Source: an optimization exercise on an open RTL-to-GDS flow (aim: a short achievable clock period and few clock cycles). Production flows keep margins and buffers that such runs may drop.
In this exercise RTL edits were held to simulation tests only and were not proved equivalent to the original.
No activity file was given, so power comes from the tool's default toggle rates.

### flow/config.mk
export PLATFORM = sky130hd
export DESIGN_NAME = top
export DESIGN_NICKNAME = top
export VERILOG_FILES = /design/flow/design.v
export SDC_FILE = /design/flow/constraint.sdc
export NUM_CORES = 4
export LEC_CHECK = 0
export CAP_MARGIN = 20
export CORE_MARGIN = 2
export CORE_UTILIZATION = 40
export PLACE_DENSITY = 0.6
export SLEW_MARGIN = 20
### flow/constraint.sdc
create_clock -name core_clock -period 11.0 [get_ports {clk}]
set_input_delay 2.2000 -clock core_clock [delete_from_list [all_inputs] [get_ports {clk}]]
set_output_delay 2.2000 -clock core_clock [all_outputs]
set_load 0.01 [all_outputs]
### flow/design.v
`timescale 1ns / 1ps
module Program_counter (
    input clk,
    input rst,
    input [31:0] nextPC,
    output reg [31:0] PC
);
  always @(posedge clk) begin
    if (rst) PC <= 32'b0;
    else PC <= nextPC;
  end
endmodule
`timescale 1ns / 1ps
module Next_pc (
    input [31:0] PC,
    input [31:0] instruction,
    input jump_or_not,
    input Branch,
    input not_eq,
    input zero,
    output reg [31:0] nextPC
);
  reg [31:0] sign_ext;
  reg [31:0] old_alter;   
  reg [31:0] jump;   
  reg zero_alter;
  always @(PC) begin
    old_alter = PC + 4;
  end
  always @(zero, not_eq) begin
    zero_alter = zero;
    if (not_eq == 1) begin
      zero_alter = !zero_alter;
    end
  end
  always @(instruction, old_alter) begin
    jump = {old_alter[31:28], instruction[25:0], 2'b0};
    if (instruction[15] == 1'b0) begin
      sign_ext = {16'b0, instruction[15:0]};
    end else begin
      sign_ext = {{16{1'b1}}, instruction[15:0]};
    end
    sign_ext = {sign_ext[29:0], 2'b0};   
  end
  always @(old_alter, sign_ext, jump, Branch, zero_alter, jump_or_not) begin
    if (Branch == 1 & zero_alter == 1) begin
      nextPC = old_alter + sign_ext;
    end else begin
      nextPC = old_alter;
    end
    if (jump_or_not == 1) begin
      nextPC = jump;
    end
  end
endmodule
`timescale 1ns / 1ps
module instruction_memory (address,imem_addr,imem_data,control,func,instruction);
  input [31:0] address;
  output [31:0] imem_addr;
  input [31:0] imem_data;
  output reg [31:0] instruction;
  output reg [5:0] func,control;
  assign imem_addr = address;
  always @(imem_data) begin
    instruction = imem_data;
    control = instruction[31:26];
    func = instruction[5:0];
  end
endmodule
`timescale 1ns / 1ps
module Register (
    input clk,
    input [31:0] instruction, 
    input WriteEnable,
    input destination,
    input [31:0] WriteData,
    output [31:0] ReadData1,
    output [31:0] ReadData2
);
  wire [4:0] dest_for_imm,dest_for_reg;
  assign dest_for_imm = instruction[20:16];
  assign dest_for_reg = instruction[15:11];
  reg [31:0] RegData[31:0];
  assign ReadData1 = RegData[instruction[25:21]];
  assign ReadData2 = RegData[instruction[20:16]];
  always @(posedge clk) begin
    if (WriteEnable == 1'b1 ) begin
        if(destination==1'b0)RegData[dest_for_imm] <= WriteData;  
		    else RegData[dest_for_reg] <= WriteData;  
    end
  end
endmodule
`timescale 1ns / 1ps
module ALU (data1, read2, instruction, source, ctrl_alu, zero, ALUresult);
input[31:0] data1, read2, instruction;
input source;
input [ 3:0] ctrl_alu;
output reg zero;
output reg [31:0] ALUresult;
  reg [31:0] data2;
  always @(source, read2, instruction) begin
    if (source == 0) begin
      data2 = read2;
    end else begin
      if (instruction[15] == 1'b0) begin
        data2 = {16'b0, instruction[15:0]};
      end else begin
        data2 = {{16{1'b1}}, instruction[15:0]};
      end
    end
  end
 always @(data1, data2, ctrl_alu) begin
  if (ctrl_alu == 4'b0000) begin
    ALUresult = data1 & data2;   
  end else if (ctrl_alu == 4'b0001) begin
    ALUresult = data1 | data2;   
  end else if (ctrl_alu == 4'b0010) begin
    ALUresult = data1 + data2;   
  end else if (ctrl_alu == 4'b0110) begin
    ALUresult = data1 - data2;   
  end else if (ctrl_alu == 4'b0111) begin
    ALUresult = (data1 < data2) ? 1 : 0;   
  end else if (ctrl_alu == 4'b1100) begin
    ALUresult = data1 | ~data2;   
  end else if (ctrl_alu == 4'b0101) begin
    ALUresult = data1 - data2;   
  end else if (ctrl_alu == 4'b0011) begin
    ALUresult = data1 ^ data2;   
  end else begin
    ALUresult = 32'b0;
  end
    if (ALUresult == 0) begin
      zero = 1;
    end else begin
      zero = 0;
    end
  end
endmodule
`timescale 1ns / 1ps
module ALU_control (
    input [1:0] Operation,
    input [5:0] instruction,
    output reg [3:0] ctrl_alu
);
  always @(Operation, instruction) begin
    if (Operation == 2'b00) begin
      ctrl_alu = 4'b0010;
    end else if (Operation == 2'b01) begin
      ctrl_alu = 4'b0110;
    end else if (Operation == 2'b10) begin
      if (instruction[5:0] == 6'b100000) begin
        ctrl_alu = 4'b0010;
      end else if (instruction[5:0] == 6'b100001) begin
        ctrl_alu = 4'b0010;
      end else if (instruction[5:0] == 6'b100010) begin
        ctrl_alu = 4'b0110;
      end else if (instruction[5:0] == 6'b100011) begin
        ctrl_alu = 4'b0101;
      end else if (instruction[5:0] == 6'b100100) begin
        ctrl_alu = 4'b0000;
      end else if (instruction[5:0] == 6'b100101) begin
        ctrl_alu = 4'b0001;
      end else if (instruction[5:0] == 6'b100110) begin
        ctrl_alu = 4'b0011;
      end else if (instruction[5:0] == 6'b100111) begin
        ctrl_alu = 4'b1100;
      end else if (instruction[5:0] == 6'b101010) begin
        ctrl_alu = 4'b0111;
      end else if (instruction[5:0] == 6'b101011) begin
        ctrl_alu = 4'b0111;
      end else begin
        ctrl_alu = 4'b0000;
      end
    end else begin
      ctrl_alu = 4'b0000;
    end
  end
endmodule
`timescale 1ns / 1ps
module Control (instruction, destination, jump_or_not, Branch, not_eq, read_memory, memory_to_register, Operation, write_memory, source, write_register);
    input [31:0] instruction;
    output reg destination, jump_or_not, Branch, not_eq, read_memory, memory_to_register, write_memory, source, write_register;
    output reg [1:0] Operation;
  always @(instruction) begin
    if (instruction[31:26] == 6'b000000) begin 
        destination = 1;
        source = 0;
        memory_to_register = 0;
        write_register = 1;
        read_memory = 0;
        write_memory = 0;
        Branch = 0;
        not_eq = 0;
        Operation = 2'b10;
        jump_or_not = 0;
    end
    else if (instruction[31:26] == 6'b001000) begin
        destination = 0;
        source = 1;
        memory_to_register = 0;
        write_register = 1;
        read_memory = 0;
        write_memory = 0;
        Branch = 0;
        not_eq = 0;
        Operation = 2'b00;
        jump_or_not = 0;
    end
    else if (instruction[31:26] == 6'b001100) begin
        destination = 0;
        source = 1;
        memory_to_register = 0;
        write_register = 1;
        read_memory = 0;
        write_memory = 0;
        Branch = 0;
        not_eq = 0;
        Operation = 2'b11;
        jump_or_not = 0;
    end
    else if (instruction[31:26] == 6'b000100) begin
        destination = 0;
        source = 0;
        memory_to_register = 0;
        write_register = 0;
        read_memory = 0;
        write_memory = 0;
        Branch = 1;
        not_eq = 0;
        Operation = 2'b01;
        jump_or_not = 0;
    end
    else if (instruction[31:26] == 6'b000101) begin
        destination = 0;
        source = 0;
        memory_to_register = 0;
        write_register = 0;
        read_memory = 0;
        write_memory = 0;
        Branch = 1;
        not_eq = 1;
        Operation = 2'b01;
        jump_or_not = 0;
    end
    else if (instruction[31:26] == 6'b100011) begin
        destination = 0;
        source = 1;
        memory_to_register = 1;
        write_register = 1;
        read_memory = 1;
        write_memory = 0;
        Branch = 0;
        not_eq = 0;
        Operation = 2'b00;
        jump_or_not = 0;
    end
    else if (instruction[31:26] == 6'b101011) begin
        destination = 0;
        source = 1;
        memory_to_register = 0;
        write_register = 0;
        read_memory = 0;
        write_memory = 1;
        Branch = 0;
        not_eq = 0;
        Operation = 2'b00;
        jump_or_not = 0;
    end
    else if (instruction[31:26] == 6'b000010) begin
        destination = 0;
        source = 0;
        memory_to_register = 0;
        write_register = 0;
        read_memory = 0;
        write_memory = 0;
        Branch = 0;
        not_eq = 0;
        Operation = 2'b01;
        jump_or_not = 1;
    end
    else begin
        destination = 0;
        source = 0;
        memory_to_register = 0;
        write_register = 0;
        read_memory = 0;
        write_memory = 0;
        Branch = 0;
        not_eq = 0;
        Operation = 2'b00;
        jump_or_not = 0;
    end
  end 
endmodule
`timescale 1ns / 1ps
module data_memory (clk,address,writeData,result,write_memory,read_memory,memory_to_register,readData);
    input clk;
    input [31:0] address,writeData,result;
    input write_memory,read_memory,memory_to_register;
    output reg [31:0] readData;
    reg [31:0] memory_data[31:0]; 
  always @(posedge clk) begin
    if (write_memory) begin
      memory_data[address[4:0]] <= writeData;
    end
  end
  always @(address,read_memory,memory_to_register,result) begin
    if (read_memory) begin
      if (memory_to_register) readData = memory_data[address[4:0]];
	  else readData = result;  
    end 
	else readData = result;
  end
endmodule
`timescale 1ns / 1ps
module top (
    input         clk,
    input         rst,
    output [31:0] imem_addr,
    input  [31:0] imem_data,
    output        reg_we,
    output [ 4:0] reg_waddr,
    output [31:0] reg_wdata,
    output        mem_we,
    output [ 4:0] mem_addr,
    output [31:0] mem_wdata
);
    wire Result_zero, dstRegister, Jumpcontrol, Branchcontrol, Branchnotequal, readmemory, memorytoregister, writememory, Src_ALU, writeRegister;
    wire [1:0] final_op;
    wire [3:0] controlALU;
    wire [ 5:0] control_mem, function_memory;
    wire [31:0] in, out, instruction_memory,register_data,read_data1, read_data2, final_result;
    wire reg_write_en = writeRegister & ~rst;
    wire mem_write_en = writememory & ~rst;
  Program_counter t1 (
      .clk   (clk),
      .rst   (rst),
      .nextPC(in),
      .PC    (out)
  );
  instruction_memory t2 (
      .address    (out),
      .imem_addr  (imem_addr),
      .imem_data  (imem_data),
      .control    (control_mem),
      .func       (function_memory),
      .instruction(instruction_memory)
  );
  Register reg1 (
      .clk        (clk),
      .instruction(instruction_memory),
      .WriteEnable(reg_write_en),
      .destination(dstRegister),
      .WriteData  (register_data),
      .ReadData1  (read_data1),
      .ReadData2  (read_data2)
  );
  ALU t4 (
      .data1      (read_data1),
      .read2      (read_data2),
      .instruction(instruction_memory),
      .source     (Src_ALU),
      .ctrl_alu (controlALU),
      .zero       (Result_zero),
      .ALUresult  (final_result)
  );
  ALU_control t5 (
      .Operation      (final_op),
      .instruction(function_memory),
      .ctrl_alu (controlALU)
  );
  Control t6 (
      .instruction(instruction_memory),
      .destination     (dstRegister),
      .jump_or_not       (Jumpcontrol),
      .Branch     (Branchcontrol),
      .not_eq        (Branchnotequal),
      .read_memory    (readmemory),
      .memory_to_register   (memorytoregister),
      .Operation      (final_op),
      .write_memory   (writememory),
      .source     (Src_ALU),
      .write_register   (writeRegister)
  );
  data_memory mem (
      .clk      (clk),
      .address  (final_result),
      .writeData(read_data2),
      .result   (final_result),
      .write_memory (mem_write_en),
      .read_memory  (readmemory),
      .memory_to_register (memorytoregister),
      .readData (register_data)
  );
  Next_pc t8 (
      .PC         (out),
      .instruction(instruction_memory),
      .jump_or_not       (Jumpcontrol),
      .Branch     (Branchcontrol),
      .not_eq        (Branchnotequal),
      .zero       (Result_zero),
      .nextPC     (in)
  );
  assign reg_we    = reg_write_en;
  assign reg_waddr = dstRegister ? instruction_memory[15:11] : instruction_memory[20:16];
  assign reg_wdata = register_data;
  assign mem_we    = mem_write_en;
  assign mem_addr  = final_result[4:0];
  assign mem_wdata = read_data2;
endmodule
### flow/run.sh
#!/bin/bash
# synth_recipe.tcl (not shown) runs the flow's synth.tcl, then flattens the netlist and writes it again
# the make line also repeats each setting of config.mk as NAME=value (left out here)
make -C /OpenROAD-flow-scripts/flow DESIGN_CONFIG=/design/flow/config.mk WORK_HOME=/design/flow/orfs CLKGATE_MAP_FILE= SYNTH_SCRIPT=/design/flow/synth_recipe.tcl finish
==> flow_summary_export.csv, run 1 <==
group,metric,value,unit
synth,postSynthCellCount,6751,
worst_hold_path,hold_start,"t1.PC[31]",
global_routing,grt_pass1_wl,451000,um
die,ios,142,
clock_tree,cts_tree,"built",
timing,grt_setup_unrepaired,"true",
route,routed_wl,316000,um
worst_setup_path,r2r_start,"reg1.RegData[2][1]",
synth,yosysTopAreaCell,"edfxtp_1",
timing,period_share,0.982,
power_and_ir_drop,power.density,199,nW/um^2
clock_tree,htreeDepth,4,
timing,timing.hold.ws,0.669,ns
worst_setup_path,path_depth,30,
clock_tree,clk_pin_slew,0.06,ns
worst_setup_path,arrival,8.60,ns
worst_hold_path,min_path_type,"reg2reg",
timing,setup_viol,0,
timing,max-slew-margin-rel,0.236,
route,via_per_inst,5.94,
global_routing,grt_max_degree,67,
worst_setup_path,r2r_end,"t1.PC[24]",
global_routing,antenna_found_initial,7,
place,dpl.hpwl,198000,um
global_routing,grtUsageTotal,0.251,
synth,async_flop_share,0,
place,gp_congestion,0.970,
worst_setup_path,reg2reg_depth,27,
global_routing,grt_pass1_vias,62781,
worst_setup_path,path_class,"in2out",
route,vias,63839,
worst_setup_path,cp-end-kind,"primary output",
timing,final_hold_viol_count,0,
clock_tree,cts_buffers,213,
worst_setup_path,crit_fanout,22,
worst_hold_path,hold_depth,3,
die,row_count,181,
power_and_ir_drop,ir_worst_vdd,0.000159,V
timing,skew,0.0683,ns
synth,synth_top_cells_by_count,"2048 x edfxtp_1, 1412 x nand2_1, 643 x a21oi_1",
clock_tree,clock_sinks,2078,
die,initial_core_util,0.401,
timing,max_freq,0.0926,GHz
worst_setup_path,max_stage_delay,0.52,ns
die,chipHeight,497,um
final_layout,finish.utilization,0.478,
synth,yosysMostFrequentCell,"edfxtp_1",
power_and_ir_drop,p_leak,40.1,nW
route,first_pass_iters,6,
clock_tree,clock_path_buffers,3,
worst_setup_path,cp.required,8.80,ns
synth,synth_top_area_share,0.631,
timing,slew_viol_final,0,
synth,yosys_register_bits,2078,
worst_setup_path,critPathLaunchType,"input pin",
worst_setup_path,reg2reg_setup_slack,3.67,ns
place,io_buffers,139,
synth,synth-edff-count,2048,
timing,fin_setup_tns,0,ns
route,routedWlPerCell,29.3,um
synth,yosysWarnings,8,
final_layout,fillers,20801,
synth,synth-seq-area-share,0.637,
worst_setup_path,worst-path-buf-inv,13,
worst_hold_path,hold_path_end,"t1.PC[31]",
worst_setup_path,timing.critical_path.mode_cell,"buf_12",
timing,worst_slew_pin_slew,1.14,ns
timing,period_minus_slack,10.80,ns
status,status,"finished clean",
synth,synth_cell_types,89,
route,drt-initial-drc-count,7962,
synth,postSynthAreaPerCell,14.4,sq um
clock_tree,cts_root_buf,"clkbuf_16",
die,dieArea,248000,sq um
route,drc_errors,0,
job,drv_cap,0,
route,ant_nets,0,
synth,synth_ff_type,"edfxtp_1",
worst_setup_path,critPathSlowestCell,"mux4_2",
clock_tree,clk_latency,0.89,ns
final_layout,syn2layout_area_growth,19.1,%
final_layout,nets,7558,
synth,synth_area,97400,sq um
die,chipWidth,497,um
die,coreArea,243000,sq um
synth,synth_area_leaders,"edfxtp_1 63%, mux4_2 15%, nand2_1 5.4%",
global_routing,overflow,0,
final_layout,drive_gt1_frac,0.250,
worst_setup_path,cpLargestDelayFamily,"buffers and inverters",
[cells by family after synthesis]
| family | count (synthesis) | synth area share |
|---|---|---|
| AO/OA/AOI/OAI | 1159 | 0.0697 |
| XOR/XNOR | 86 | 0.00773 |
| adder cells (fa/ha/maj) | 161 | 0.0209 |
| buffers and inverters | 579 | 0.0228 |
| flip-flops | 2078 | 0.637 |
| multiplexers | 751 | 0.160 |
| other | 1 | 0.0000385 |
| AND/OR/NAND/NOR | 1936 | 0.0816 |
[worst reg2reg max path, cell delays in order (launching register included)]
cell and delay [ns]:
edfxtp_1 0.41, mux4_2 0.47, mux4_2 0.50, mux2i_1 0.15
buf_4 0.14, o21a_1 0.15, buf_4 0.15, inv_1 0.06
ha_1 0.26, a211o_1 0.34, a311o_1 0.38, a311o_1 0.46
a2111oi_2 0.45, buf_4 0.20, nor2_1 0.06, xnor2_1 0.15
a32oi_1 0.15, buf_4 0.21, or4_1 0.55, nor4_1 0.32
buf_4 0.19, nand4_1 0.08, nor2_1 0.27, buf_4 0.23
mux2i_4 0.26, buf_12 0.26, mux2i_1 0.27, a211oi_1 0.10
[report_power, final]
group | switching (mW) | internal [mW] | total, mW
logic | 4.13 | 2.28 | 6.41
clock network | 3.18 | 4.09 | 7.27
registers | 0.00740 | 9.41 | 9.41
[worst max path at each step]
stage	startpoint	endpoint	slack [ns]
floorplan	imem_data[16]	reg_wdata[15]	0.02
global placement	imem_data[21]	reg_wdata[1]	-1.00
detailed placement	imem_data[21]	reg_wdata[1]	-1.02
CTS	imem_data[16]	reg_wdata[3]	0.005
global route	imem_data[16]	reg_wdata[1]	-0.02
finish	imem_data[16]	reg_wdata[1]	0.20
[layout by cell type (no fill, tap or decap), types with 106 or more instances in the layout]
master / n
buf_4: 600
edfxtp_1: 2048
inv_1: 128
buf_12: 106
clkbuf_16: 217
nand2_1: 1408
ha_1: 158
nor2_1: 177
mux4_2: 640
o22ai_1: 149
a21oi_1: 620
[stage by stage]
step / setup slack, ns / instance area, sq um / total power [mW] / cells
CTS: 0.00505 / 116000 / 23.1 / 10741
finish: 0.203 / 116000 / 23.1 / 10753
global placement: -1.00 / 108000 / 15.8 / 10336
global route: -0.0177 / 116000 / 24.0 / 10753
detailed placement: -1.02 / 108000 / 15.8 / 10336
floorplan: 0.0153 / 97700 / 12.8 / 6752
[final cells by class]
cell class | count | area, sq um | area share
Sequential cell | 2078 | 62100 | 0.535
Multi-Input combinational cell | 4095 | 34200 | 0.295
Timing Repair Buffer | 844 | 8140 | 0.0702
Clock buffer | 249 | 5510 | 0.0475
Tap cell | 3202 | 4010 | 0.0345
Clock inverter | 153 | 1560 | 0.0134
Inverter | 131 | 499 | 0.00430
Antenna cell | 1 | 2.50 | 0.0000216
[flip-flops by register name, summed over array words and instances (netlist names)]
| register | flops |
|---|---|
| reg1.RegData | 1024 |
| mem.memory_data | 1024 |
| t1.PC | 30 |
[layer usage]
metal | global-route usage | up-vias | part of all wire
met5 | 0 | - | 0.00013
met4 | 0.0859 | 6 | 0.036
met3 | 0.0433 | 592 | 0.087
met2 | 0.414 | 3127 | 0.48
met1 | 0.336 | 32822 | 0.39
li1 | - | 27292 | -
[repair_timing]
action | CTS | global route
resized for setup | 27 | 54
buffers inserted | 3 | 9
hold buffers | 0 | 0
pin swaps | 2 | 6
gates cloned | 0 | 2
setup endpoints to repair | 32 | 31
Testbench counts, summed over its fixed seeds: cycles 103,332.
==> run 2: changes to the inputs <==
==> flow/design.v (replaced) <==
`timescale 1ns / 1ps
module top (
    input         clk,
    input         rst,
    output [31:0] imem_addr,
    input  [31:0] imem_data,
    output        reg_we,
    output [ 4:0] reg_waddr,
    output [31:0] reg_wdata,
    output        mem_we,
    output [ 4:0] mem_addr,
    output [31:0] mem_wdata
);
  reg [31:0] pc;
  reg [31:0] rf[0:31];
  reg [31:0] dm[0:31];
  wire [31:0] ir = imem_data;
  wire [5:0] op = ir[31:26];
  wire [4:0] rs = ir[25:21];
  wire [4:0] rt = ir[20:16];
  wire [4:0] rd = ir[15:11];
  wire [5:0] fn = ir[5:0];
  wire [31:0] simm = {{16{ir[15]}}, ir[15:0]};
  wire is_r    = (op == 6'b000000);
  wire is_addi = (op == 6'b001000);
  wire is_andi = (op == 6'b001100);
  wire is_lw   = (op == 6'b100011);
  wire is_sw   = (op == 6'b101011);
  wire is_beq  = (op == 6'b000100);
  wire is_bne  = (op == 6'b000101);
  wire is_j    = (op == 6'b000010);
  reg        s2_rwe;      
  reg        s2_mwe;      
  reg        s2_ld;       
  reg [4:0]  s2_dst;
  reg [31:0] s2_a, s2_b, s2_sd;
  reg [4:0]  s2_maddr;    
  reg        s2_add, s2_sub, s2_and, s2_or, s2_xor, s2_nor, s2_slt;
  wire [31:0] s2_res;
  wire byp_a = s2_rwe && (s2_dst == rs);
  wire byp_b = s2_rwe && (s2_dst == rt);
  wire [31:0] rA = byp_a ? s2_res : rf[rs];
  wire [31:0] rB = byp_b ? s2_res : rf[rt];
  wire [31:0] pc4 = pc + 32'd4;
  wire [31:0] br_tgt = pc4 + {simm[29:0], 2'b00};
  wire [31:0] j_tgt = {pc4[31:28], ir[25:0], 2'b00};
  wire eq = (rA == rB);
  wire taken = (is_beq && eq) || (is_bne && !eq);
  wire [31:0] seq_pc = rst ? 32'd0 : (is_j ? j_tgt : pc4);
  wire [31:0] next_pc = (taken && !rst) ? br_tgt : seq_pc;
  always @(posedge clk) pc <= next_pc;
  reg d_add, d_sub, d_and, d_or, d_xor, d_nor, d_slt;
  always @* begin
    {d_add, d_sub, d_and, d_or, d_xor, d_nor, d_slt} = 7'b0;
    if (is_r) begin
      case (fn)
        6'b100000, 6'b100001: d_add = 1'b1;
        6'b100010, 6'b100011: d_sub = 1'b1;
        6'b100101: d_or = 1'b1;
        6'b100110: d_xor = 1'b1;
        6'b100111: d_nor = 1'b1;
        6'b101010, 6'b101011: d_slt = 1'b1;
        default: d_and = 1'b1;
      endcase
    end else if (is_andi) d_and = 1'b1;
    else d_add = 1'b1;
  end
  always @(posedge clk) begin
    s2_rwe <= !rst && (is_r || is_addi || is_andi || is_lw);
    s2_mwe <= !rst && is_sw;
    s2_ld <= is_lw;
    s2_dst <= is_r ? rd : rt;
    s2_a <= rA;
    s2_b <= is_r ? rB : simm;
    s2_sd <= rB;
    s2_maddr <= rA[4:0] + ir[4:0];
    {s2_add, s2_sub, s2_and, s2_or, s2_xor, s2_nor, s2_slt} <=
        {d_add, d_sub, d_and, d_or, d_xor, d_nor, d_slt};
  end
  wire [32:0] diff = {1'b0, s2_a} - {1'b0, s2_b};
  wire [31:0] alu = ({32{s2_add}} & (s2_a + s2_b)) |
                    ({32{s2_sub}} & diff[31:0]) |
                    ({32{s2_and}} & (s2_a & s2_b)) |
                    ({32{s2_or}}  & (s2_a | s2_b)) |
                    ({32{s2_xor}} & (s2_a ^ s2_b)) |
                    ({32{s2_nor}} & (s2_a | ~s2_b)) |
                    ({31'b0, s2_slt & diff[32]});
  assign s2_res = s2_ld ? dm[s2_maddr] : alu;
  always @(posedge clk) begin
    if (s2_rwe) rf[s2_dst] <= s2_res;
    if (s2_mwe) dm[s2_maddr] <= s2_sd;
  end
  reg        o_rwe, o_mwe;
  reg [4:0]  o_rwaddr, o_maddr;
  reg [31:0] o_rwdata, o_mwdata;
  always @(posedge clk) begin
    o_rwe <= s2_rwe && !rst;
    o_mwe <= s2_mwe && !rst;
    o_rwaddr <= s2_dst;
    o_rwdata <= s2_res;
    o_maddr <= s2_maddr;
    o_mwdata <= s2_sd;
  end
  assign imem_addr = pc;
  assign reg_we    = o_rwe & ~rst;
  assign reg_waddr = o_rwaddr;
  assign reg_wdata = o_rwdata;
  assign mem_we    = o_mwe & ~rst;
  assign mem_addr  = o_maddr;
  assign mem_wdata = o_mwdata;
endmodule
--- a/flow/config.mk
+++ b/flow/config.mk
@@ -7,2 +7,3 @@
 export LEC_CHECK = 0
+export ABC_CLOCK_PERIOD_IN_PS = 4000
 export CAP_MARGIN = 20
@@ -11,2 +12,3 @@
 export PLACE_DENSITY = 0.6
+export SETUP_SLACK_MARGIN = 5
 export SLEW_MARGIN = 20
==> run 2 against run 1 <==
Critical endpoint is now pc[14]. Hold slack lost 0.15 ns. Synthesized cell count shrank 6.2%. Combinational power shrank 37%. Largest power group unchanged. Critical path depth is 12 lower. Critical path type is now in2reg. Global-route usage up 2.5 points.
==> flow_summary_export.csv, run 2 <==
group,metric,value,unit
synth,async_flop_share,0,
worst_setup_path,cp.required,11.71,ns
final_layout,layout_commonest_cell,"edfxtp_1",
route,drt-initial-drc-count,9679,
route,routed_wl,369000,um
synth,yosysMostFrequentCell,"edfxtp_1",
die,coreArea,257000,sq um
place,dpl.hpwl,220000,um
die,row_count,186,
clock_tree,cts_buffers,231,
worst_setup_path,crit_path_cell_trace,"buf_16 -> buf_4 -> buf_4 -> mux4_2 -> a22oi_1 -> o21ai_1 -> nor3_2 -> a21oi_2 -> xor2_1 -> a31oi_1 -> nand4_1 -> or4_1 -> or4_4 -> o31a_1 -> o21ai_4 -> buf_12 -> buf_12 -> mux2_4",
route,ant_nets,0,
die,ios,142,
final_layout,syn2layout_area_growth,16.7,%
timing,setup_slack,4.76,ns
synth,yosysWarnings,1,
clock_tree,clock_path_buffers,3,
worst_setup_path,path_class,"in2reg",
power_and_ir_drop,swShare,0.283,
route,via_per_inst,6.44,
route,routedWlPerCell,36.0,um
clock_tree,clk_latency,0.92,ns
synth,synth_area,104000,sq um
power_and_ir_drop,net-switching-power,6.39,mW
route,first_pass_iters,8,
clock_tree,htreeDepth,4,
route,vias,66154,
clock_tree,cts_tree,"built",
synth,synth_ff_type,"edfxtp_1",
route,drc_errors,0,
clock_tree,clock_sinks,2270,
place,io_buffers,139,
synth,postSynthCellCount,6333,
global_routing,overflow,0,
worst_setup_path,max_stage_delay,0.59,ns
power_and_ir_drop,combPwrFrac,0.178,
place,gp_congestion,0.951,
die,initial_core_util,0.403,
power_and_ir_drop,ir_worst_vdd,0.000185,V
die,chipHeight,513,um
worst_setup_path,arrival,6.94,ns
timing,period_minus_slack,6.24,ns
synth,synth_top_cells_by_count,"2048 x edfxtp_1, 631 x mux4_2, 469 x mux2i_1",
global_routing,grt_pass1_vias,63935,
synth,yosysTopAreaCell,"edfxtp_1",
global_routing,grtUsageTotal,0.275,
timing,period_share,0.567,
global_routing,grt_pass1_wl,510000,um
synth,yosys_register_bits,2270,
clock_tree,cts_root_buf,"clkbuf_16",
status,status,"finished clean",
worst_setup_path,cp-end-kind,"register",
timing,final_hold_viol_count,0,
synth,synth-seq-area-share,0.636,
power_and_ir_drop,power,22.5,mW
worst_setup_path,critPathSlowestCell,"mux4_2",
worst_hold_path,min_path_type,"reg2reg",
final_layout,finish.utilization,0.470,
global_routing,grt_max_degree,68,
final_layout,layout_common_cells,"2048 x edfxtp_1, 631 x mux4_2, 456 x mux2i_1, 264 x nand2_1",
timing,slew_viol_final,0,
timing,fin_setup_tns,0,ns
die,chipWidth,513,um
power_and_ir_drop,intPower,16.1,mW
worst_setup_path,crit_fanout,6,
global_routing,antenna_found_initial,16,
final_layout,drive_gt1_frac,0.247,
power_and_ir_drop,power.density,186,nW/um^2
final_layout,final_area,121000,sq um
power_and_ir_drop,p_leak,40.9,nW
clock_tree,clk_pin_slew,0.06,ns
synth,synth_area_leaders,"edfxtp_1 59%, mux4_2 14%, mux2i_1 4.5%",
timing,max-slew-margin-rel,0.176,
die,dieArea,263000,sq um
job,drv_cap,0,
synth,postSynthAreaPerCell,16.4,sq um
power_and_ir_drop,p_clk_frac,0.367,
power_and_ir_drop,pwr-share-seq,0.454,
final_layout,nets,6868,
timing,skew,0.125,ns
timing,grt_setup_unrepaired,"true",
timing,max_freq,0.160,GHz
synth,synth-edff-count,2048,
place,dpl_worst_slack,2.16,ns
synth,synth_top_area_share,0.593,
timing,setup_viol,0,
worst_setup_path,critPathLaunchType,"input pin",
timing,worst_slew_pin_slew,1.22,ns
place,place_area,110000,sq um
synth,synth_cell_types,109,
==> run 2: changes by cell type after synthesis, moves of 71 or more <==
cell / delta
a21oi_1: -451
a22oi_1: +152
clkbuf_1: -180
dfxtp_1: +192
mux2i_1: +387
nand2_1: -1143
nand3_1: +71
o22ai_1: -117
==> run 2: kinds of logic (layout without fill, tap and decap cells) <==
logic type,after synthesis,count (layout),share of synthesized area
AOI/OAI and AO/OA,960,962,0.0647
DFF,2270,2270,0.636
xor gates and xnor gates,118,118,0.00997
buffers and inverters,544,1067,0.0261
and+or+nand+nor,1102,1107,0.0521
other,1,20,0.0000362
muxes,1163,1163,0.190
adders and majority gates,175,175,0.0214
==> run 2: cell type report <==
type	count	area (sq um)
antenna	18	45.0
multi-input combinational	3527	36500
clock inverter	134	1810
tap	3384	4230
sequential	2270	66000
clock buffer	304	6240
inverter	150	596
fill	21658	136000
timing repair inverter	1	5.00
timing repair buffer	478	5590
==> run 2: worst max-delay path, delay by kind of cell <==
kind | cells | cell delay [ns]
and+or+nand+nor | 4 | 1.73
AOI/OAI and AO/OA | 6 | 1.19
muxes | 2 | 0.89
buffers and inverters | 5 | 0.71
xor gates and xnor gates | 1 | 0.20
==> run 2: through the flow <==
step,cells,hold WS [ns]
finish,10266,0.515
global route,10255,0.518
CTS,10232,0.517
detailed placement,9678,0.573
global placement,9678,0.555
floorplan,6334,0.329
==> run 2: path summary, 6_finish.rpt <==
path	startpoint	end	slack, ns	cells after the start
worst max-delay path	imem_data[16]	pc[14]	4.76	18
worst min-delay path	s2_maddr[3]	o_maddr[3]	0.52	0
worst max register to register	s2_maddr[2]	pc[14]	4.81	18
worst min register to register	s2_maddr[3]	o_maddr[3]	0.52	0
==> run 2: power by group through the flow <==
stage,combinational [mW],clock [mW],sequential [mW]
2_1_floorplan,2.17,0,10.3
3_3_place_gp,3.63,0,10.4
3_5_place_dp,3.67,0,10.4
4_1_cts,3.94,8.34,10.2
5_1_grt,4.18,8.68,10.2
6_report,4.02,8.28,10.2
==> run 2: per-layer routing <==
| metal | track usage | up-vias | wire, um |
|---|---|---|---|
| met3 | 0.0571 | 774 | 40000 |
| met4 | 0.122 | 2 | 19200 |
| met2 | 0.427 | 4375 | 168000 |
| li1 | - | 26370 | - |
| met1 | 0.375 | 34633 | 142000 |
| met5 | 0 | - | 13 |
==> run 2: repair_timing <==
| action | CTS | global route |
|---|---|---|
| buffers inserted | 73 | 15 |
| setup endpoints to repair | 31 | 29 |
| cloned | 43 | 1 |
| pin swaps | 24 | 9 |
| hold buffers | 0 | 0 |
| gates resized for setup | 233 | 33 |
Testbench counts of run 2, summed over its fixed seeds: cycles 103,492.
==> run 3: changes to the inputs <==
--- a/flow/design.v
+++ b/flow/design.v
@@ -36,3 +36,3 @@
   reg [31:0] s2_a, s2_b, s2_sd;
-  reg [4:0]  s2_maddr;    
+  reg [4:0]  s2_imm;      
   reg        s2_add, s2_sub, s2_and, s2_or, s2_xor, s2_nor, s2_slt;
@@ -46,6 +46,19 @@
   wire [31:0] j_tgt = {pc4[31:28], ir[25:0], 2'b00};
-  wire eq = (rA == rB);
-  wire taken = (is_beq && eq) || (is_bne && !eq);
-  wire [31:0] seq_pc = rst ? 32'd0 : (is_j ? j_tgt : pc4);
-  wire [31:0] next_pc = (taken && !rst) ? br_tgt : seq_pc;
+  wire is_br = is_beq || is_bne;
+  wire pred_t = is_br && ((rs == rt) ? is_beq : ir[15]);
+  reg        s2_br, s2_bne, s2_pred;
+  reg [31:0] s2_alt;        
+  wire s2_eq = (s2_a == s2_sd);
+  wire mispredict = s2_br && ((s2_bne ^ s2_eq) != s2_pred);
+  wire [31:0] next_pc = rst ? 32'd0 :
+                        mispredict ? s2_alt :
+                        is_j ? j_tgt :
+                        pred_t ? br_tgt : pc4;
+  wire v1 = !rst && !mispredict;    
+  always @(posedge clk) begin
+    s2_br <= v1 && is_br;
+    s2_bne <= is_bne;
+    s2_pred <= pred_t;
+    s2_alt <= pred_t ? pc4 : br_tgt;
+  end
   always @(posedge clk) pc <= next_pc;
@@ -68,4 +81,4 @@
   always @(posedge clk) begin
-    s2_rwe <= !rst && (is_r || is_addi || is_andi || is_lw);
-    s2_mwe <= !rst && is_sw;
+    s2_rwe <= v1 && (is_r || is_addi || is_andi || is_lw);
+    s2_mwe <= v1 && is_sw;
     s2_ld <= is_lw;
@@ -75,3 +88,3 @@
     s2_sd <= rB;
-    s2_maddr <= rA[4:0] + ir[4:0];
+    s2_imm <= ir[4:0];
     {s2_add, s2_sub, s2_and, s2_or, s2_xor, s2_nor, s2_slt} <=
@@ -87,2 +100,3 @@
                     ({31'b0, s2_slt & diff[32]});
+  wire [4:0] s2_maddr = s2_a[4:0] + s2_imm;
   assign s2_res = s2_ld ? dm[s2_maddr] : alu;
==> run 3 against run 2 <==
Final cell count decreased by 3.6%. Critical path type is now reg2reg. Combinational power up 6.0%. Via count down 4.7%. Area after synthesis down 0.97%. Register-to-register slack improved by 0.25 ns. Highest routed layer unchanged. Largest power group unchanged.
==> flow_summary_export.csv, run 3 <==
group,metric,value,unit
status,status,"finished clean",
route,vias,63052,
final_layout,nets,6523,
synth,postSynthCellCount,5969,
timing,grt_setup_unrepaired,"true",
timing,slew_viol_final,0,
global_routing,grt_max_degree,115,
final_layout,layout_commonest_cell,"edfxtp_1",
power_and_ir_drop,p_clk_frac,0.351,
worst_hold_path,min_path_type,"reg2reg",
final_layout,fillers,21587,
power_and_ir_drop,p_leak,39.6,nW
clock_tree,clock_path_buffers,3,
die,chipHeight,511,um
final_layout,final-seq-area,66200,sq um
job,drv_cap,0,
synth,async_flop_share,0,
global_routing,grt_pass1_vias,61126,
route,routedWlPerCell,35.1,um
synth,synth-seq-area-share,0.644,
synth,synth_top_area_share,0.599,
synth,synth_cell_types,88,
die,row_count,186,
place,gp_congestion,0.911,
worst_setup_path,crit_path_cell_trace,"buf_12 -> buf_12 -> mux4_2 -> a22o_1 -> a31oi_1 -> o211a_2 -> ha_1 -> a21oi_1 -> o21ai_0 -> a21oi_1 -> o21ai_0 -> and3_1 -> a2111oi_1 -> mux2i_1 -> o32a_2 -> o21a_1 -> a21o_1",
route,drt-initial-drc-count,9006,
timing,skew,0.0669,ns
power_and_ir_drop,net-switching-power,6.38,mW
power_and_ir_drop,ir_worst_vdd,0.000172,V
worst_setup_path,cpLargestDelayFamily,"compound AO/OA/AOI/OAI gates",
power_and_ir_drop,combPwrFrac,0.192,
timing,period_share,0.540,
timing,max_freq,0.168,GHz
synth,synth_area,103000,sq um
power_and_ir_drop,power.density,187,nW/um^2
worst_setup_path,critPathSlowestCell,"o32a_2",
final_layout,multi_input_area,35500,sq um
synth,yosys_register_bits,2280,
timing,max-slew-margin-rel,0.199,
timing,setup_viol,0,
worst_setup_path,critPathLaunchType,"register",
synth,yosysTopAreaCell,"edfxtp_1",
route,via_per_inst,6.37,
clock_tree,clk_latency,0.92,ns
final_layout,syn2layout_area_growth,16.0,%
clock_tree,htreeDepth,4,
worst_setup_path,path_class,"reg2reg",
place,dpl_worst_slack,3.08,ns
synth,synth_area_leaders,"edfxtp_1 60%, mux4_2 17%, dfxtp_1 4.5%",
place,io_buffers,141,
synth,yosysMostFrequentCell,"edfxtp_1",
place,dpl.hpwl,205000,um
timing,period_minus_slack,5.94,ns
die,coreArea,256000,sq um
worst_setup_path,worst-path-buf-inv,2,
route,first_pass_iters,8,
final_layout,drive_gt1_frac,0.265,
clock_tree,cts_root_buf,"clkbuf_16",
worst_setup_path,crit_fanout,34,
timing,final_hold_viol_count,0,
die,initial_core_util,0.401,
global_routing,overflow,0,
clock_tree,cts_tree,"built",
timing,setup_slack,5.06,ns
worst_setup_path,cp.required,11.77,ns
synth,synth_top_cells_by_count,"2048 x edfxtp_1, 774 x mux4_2, 315 x nand2_1",
synth,yosysWarnings,1,
power_and_ir_drop,pwr-share-seq,0.457,
route,drc_errors,0,
die,dieArea,261000,sq um
timing,fin_setup_tns,0,ns
worst_setup_path,max_stage_delay,0.63,ns
global_routing,grtUsageTotal,0.261,
timing,worst_slew_pin_slew,1.19,ns
synth,synth_ff_type,"edfxtp_1",
die,ios,142,
route,ant_nets,0,
worst_hold_path,hold_start,"pc[0]",
worst_setup_path,arrival,6.71,ns
die,chipWidth,511,um
worst_setup_path,cp-end-kind,"register",
route,routed_wl,348000,um
final_layout,layout_common_cells,"2048 x edfxtp_1, 774 x mux4_2, 313 x nand2_1, 258 x mux2i_1, 239 x buf_4",
power_and_ir_drop,swShare,0.287,
global_routing,antenna_found_initial,9,
power_and_ir_drop,intPower,15.8,mW
synth,synth-edff-count,2048,
clock_tree,cts_buffers,225,
clock_tree,clock_sinks,2280,
global_routing,grt_pass1_wl,483000,um
synth,postSynthAreaPerCell,17.2,sq um
clock_tree,clk_pin_slew,0.06,ns
[run 3: changes by cell type after synthesis, sizes merged, moves of 21 or more]
cell,previous run,this run
nand2,269,316
nor2,310,212
clkbuf,169,203
a22oi,159,63
buf,225,169
mux4,631,774
mux2,63,30
mux2i,469,265
nand3,124,88
nand2b,41,20
[run 3: area by class of cell]
| class | count | area share |
|---|---|---|
| Tap cell | 3384 | 0.0355 |
| Timing Repair inverter | 10 | 0.000630 |
| Clock inverter | 114 | 0.0103 |
| Sequential cell | 2280 | 0.555 |
| Antenna cell | 6 | 0.000126 |
| Timing Repair Buffer | 466 | 0.0418 |
| Inverter | 158 | 0.00536 |
| Clock buffer | 316 | 0.0531 |
| Multi-Input combinational cell | 3166 | 0.298 |
[run 3: layer usage]
| metal | track usage | part of all wire | routed length [um] |
|---|---|---|---|
| met2 | 0.415 | 0.47 | 164000 |
| met1 | 0.353 | 0.38 | 133000 |
| met3 | 0.0521 | 0.10 | 35800 |
| met4 | 0.0997 | 0.043 | 15100 |
| met5 | 0 | 0.000037 | 13 |
[run 3: cells by family after synthesis]
kind of cell	Yosys count	share of synthesized area
AOI/OAI and AO/OA	878	0.0592
muxes	1069	0.199
xor gates and xnor gates	122	0.0104
and+or+nand+nor	908	0.0422
DFF	2280	0.644
adders and majority gates	182	0.0225
buffers and inverters	530	0.0227
[run 3: through the flow]
stage          utilization  power (mW)  std cells  area (sq um)  hold slack, ns
4_1_cts              0.462        22.1       9842        118000           0.378
3_5_place_dp         0.426        14.1       9323        109000           0.363
3_3_place_gp         0.426        14.0       9313        109000           0.360
6_report             0.465        22.2       9900        119000           0.377
2_1_floorplan            -        12.4       5969        103000           0.329
5_1_grt              0.465        22.8       9894        119000           0.387
[run 3: path summary, 6_finish.rpt]
kind,end,slack (ns),cells past startpoint
max,s2_b[27],5.06,17
min,s2_alt[0],0.38,0
max reg2reg,s2_b[27],5.06,17
min reg2reg,s2_alt[0],0.38,0
[run 3: power groups by stage]
stage,Clock (mW),Combinational [mW],Sequential [mW]
after floorplan,0,2.08,10.3
after global placement,0,3.67,10.4
after detailed placement,0,3.71,10.4
after CTS,7.89,4.07,10.2
after global routing,8.24,4.43,10.2
final,7.80,4.26,10.2
[run 3: what timing repair did]
action                      CTS  global route
pin swaps                    21            14
setup endpoints to repair  2154          1124
cloned                       21             5
hold buffers                  0             0
buffers inserted             68            47
gates resized for setup     106            57
Testbench counts of run 3, summed over its fixed seeds: cycles 108,398.

## separate check: timing with driven ports
No port has a modelled driver above. Below, the same layouts with a new extraction and two added sets of constraints. Step 1 sets driving cells, clkbuf_16 on the clock port and buf_2 on the other inputs (assumed; they add their load-dependent delay and slew). Step 2 moves the port delays by t, midway between the first and last clock arrival at a register: inputs arrive t later, outputs are due t later. That takes back most of the time a late clock gives input paths. Three values: ideal, step 1, step 2; two values: the first two.
run	t, ns	setup WS [ns]	hold WS [ns]	worst setup path after step 2	slew at the worst register clock pin (ns)
run 1	0.949	0.203 / 0.062 / 0.062	0.669 / 0.669 / 0.669	input to output	0.07 / 0.07
run 2	0.948	4.765 / 4.508 / 3.561	0.515 / 0.515 / 0.515	input to register	0.07 / 0.07
run 3	0.983	5.060 / 5.060 / 4.457	0.377 / 0.377 / 0.377	input to register	0.07 / 0.07
After both steps every run listed still meets setup and hold. The setup slack of run 2, which loses most, moves by -0.257 ns with the drivers and by -1.204 ns with both steps.
